Context: an optimization exercise on an open-source flow, tuned for small area. The choices shown serve that exercise and are no tape-out recipe. The RTL was checked by simulation tests, not by an equivalence proof against the original design. Power figures rest on the tool's default switching activity, not on a simulated workload.

fjord:
// atomik_top_parallel
module atomik_top_parallel #(
    parameter integer SYS_CLK_HZ = 94_500_000,
    parameter integer BAUD_RATE  = 115200,
    parameter integer N_BANKS    = 4
)(
    input  wire       sys_clk,
    input  wire       sys_rst_n,
    input  wire       uart_rx,
    output wire       uart_tx,
    output wire [5:0] led
);
For scale: ~480 cells after synthesis, roughly 10 I/O pins, ~6600 um2 of cells after synthesis.
clock: 10.0 ns
lec_check: 0
cap_margin: 20
core_margin: 2
core_utilization: 40
cts_buf_list: sky130_fd_sc_hd__clkbuf_4
place_density: 0.6
slew_margin: 20
run.sh (not shown) runs the stock make flow with config.mk's settings and CLKGATE_MAP_FILE= SYNTH_SCRIPT=/design/flow/synth_recipe.tcl, a recipe that flattens the netlist after the stock synthesis.
For lagoon, these inputs were changed with respect to fjord:
Settings: CTS_BUF_LIST removed (was sky130_fd_sc_hd__clkbuf_4).
==> run summary <==
Compared with fjord, lagoon shows a utilization that is 0.88 points higher.
Delta (lagoon minus fjord): met2 demand-to-capacity share in global routing higher; global-route usage went down; clock buffer count moved down; hold slack flat; initial antenna violation count went down by 1.
NOTE cell area after layout fjord->lagoon increased slightly
Taking fjord as the reference, in lagoon portion of the clock cycle consumed by the worst path in the final layout shows a reduction of 1.1 points; final net count dropped 5.7%.
Compared with fjord, lagoon shows total length of routed met3 wires lower by about 24%.
Inputs modified between lagoon and sierra:
Settings: CTS_CLUSTER_DIAMETER newly set to 60; CTS_BUF_LIST newly set to sky130_fd_sc_hd__clkbuf_8; CTS_CLUSTER_SIZE newly set to 18; PLACE_DENSITY changed from 0.6 to 0.85; CORE_UTILIZATION changed from 40 to 70.
==> run summary <==
Compared with lagoon, sierra shows highest clock frequency the design can meet lower by about 0.8%. sierra vs. lagoon: register-to-register path setup slack now sits lower, signed area change from the synthesized netlist to the final layout now sits lower. Of the two candidates, lagoon has the worse total power consumption of the routed design and sierra the better one. Count of different cell masters after synthesis: sierra vs lagoon identical.

atomik_top_parallel, a different RTL version from the one above (not shown whole).
Size: ~470 cells after synthesis, about 230 flip-flops, ~10 I/O pins, ~6400 um^2 of cells after synthesis.
Settings: LEC_CHECK=0, CAP_MARGIN=20, CORE_MARGIN=2, CORE_UTILIZATION=70, CTS_BUF_LIST=sky130_fd_sc_hd__clkbuf_8, CTS_CLUSTER_DIAMETER=60, CTS_CLUSTER_SIZE=18, PLACE_DENSITY=0.85, SLEW_MARGIN=20; clock period 10.0 ns.
standard.sh (not shown) runs the stock make flow with config.mk's settings and CLKGATE_MAP_FILE= SYNTH_SCRIPT=/design/flow/synth_recipe.tcl, a recipe that flattens the netlist after the stock synthesis.
==> flow/flow/run.sh <==
#!/bin/bash
# Own flow: the standard layout, with CTS told not to add dummy loads
# and with the smallest buffer on the ports.  Full tool output: flow.log
# here, ORFS's per-step logs under orfs/logs.
set -euo pipefail
export CTS_ARGS="-sink_clustering_enable -repair_clock_nets -dont_use_dummy_load -buf_list sky130_fd_sc_hd__clkbuf_8 -sink_clustering_size 21 -sink_clustering_max_diameter 45"
export BUFFER_PORTS_ARGS="-buffer_cell sky130_fd_sc_hd__buf_1"
bash standard.sh > flow.log 2>&1
Edit:
--- a/flow/flow/run.sh
+++ b/flow/flow/run.sh
@@ -6 +6 @@
-export CTS_ARGS="-sink_clustering_enable -repair_clock_nets -dont_use_dummy_load -buf_list sky130_fd_sc_hd__clkbuf_8 -sink_clustering_size 21 -sink_clustering_max_diameter 45"
+export CTS_ARGS="-sink_clustering_enable -repair_clock_nets -dont_use_dummy_load -buf_list sky130_fd_sc_hd__clkbuf_4 -sink_clustering_size 11 -sink_clustering_max_diameter 40"
Effect: Final area fell by 0.49%. Routed wire length went down by 1.5%. Total power fell by 2.1%. Synthesized cell count is unchanged.
Edit:
--- a/flow/flow/run.sh
+++ b/flow/flow/run.sh
@@ -6 +6 @@
-export CTS_ARGS="-sink_clustering_enable -repair_clock_nets -dont_use_dummy_load -buf_list sky130_fd_sc_hd__clkbuf_4 -sink_clustering_size 11 -sink_clustering_max_diameter 40"
+export CTS_ARGS="-sink_clustering_enable -repair_clock_nets -dont_use_dummy_load -buf_list sky130_fd_sc_hd__clkbuf_4 -sink_clustering_size 13 -sink_clustering_max_diameter 30"
After rerunning:
- The new run passed the timing, DRC and antenna checks
- critical path depth stays the same
- final area rose by 1.0%
- die area stays the same
- wire length rose by 0.75%
- global-route usage rose by 0.50 points
- cell count rose by 1.5%
- synthesized area is unchanged
- worst setup slack is better by 91 ps
- power rose by 3.8%
- fmax rose by 2.4%
Edit:
--- a/flow/flow/run.sh
+++ b/flow/flow/run.sh
@@ -6 +6 @@
-export CTS_ARGS="-sink_clustering_enable -repair_clock_nets -dont_use_dummy_load -buf_list sky130_fd_sc_hd__clkbuf_4 -sink_clustering_size 13 -sink_clustering_max_diameter 30"
+export CTS_ARGS="-sink_clustering_enable -repair_clock_nets -dont_use_dummy_load -buf_list sky130_fd_sc_hd__clkbuf_8 -sink_clustering_size 24 -sink_clustering_max_diameter 35"
Critical path depth is unchanged.
Final area rises by 0.50%.
Worst setup slack gains 35 ps.
Worst hold slack gains 16 ps.
Fmax rises by 0.94%.
Total power rises by 2.2%.
Die area does not change.
Clock-buffer cell count falls by 13.
Global-route usage falls by 0.54 points.
Utilization rises by 0.39 points.

[afterwards: timing with drivers on the ports]
The flow's constraints put no driver on any port. The routed layouts listed below were extracted and timed again, unchanged, in two steps.
Step 1 assumes that a clkbuf_16 drives the clock port and a buf_2 every other input.
Step 2 moves the port delays by t, midway between the first and last clock arrival at a register: inputs arrive t later, outputs are due t later. That takes back most of the time a late clock gives input paths.
Slacks: ideal / step 1 / step 2; pairs: ideal / step 1.
| run | t, ns | slack for setup (ns) | worst setup path after step 2 |
|---|---|---|---|
| fjord | 0.641 | 5.755 / 5.723 / 6.364 | register to output |
| lagoon | 0.526 | 5.867 / 5.828 / 6.355 | register to output |
| sierra | 0.514 | 5.833 / 5.797 / 6.311 | register to output |
| the first run of note 2 | 0.496 | 6.262 / 6.231 / 6.726 | register to output |
| the second run of note 2 | 0.599 | 6.138 / 6.111 / 6.710 | register to output |
| the third run of note 2 | 0.538 | 6.230 / 6.202 / 6.741 | register to output |
| the fourth run of note 2 | 0.516 | 6.265 / 6.232 / 6.748 | register to output |
After both steps every run listed still meets setup and hold.
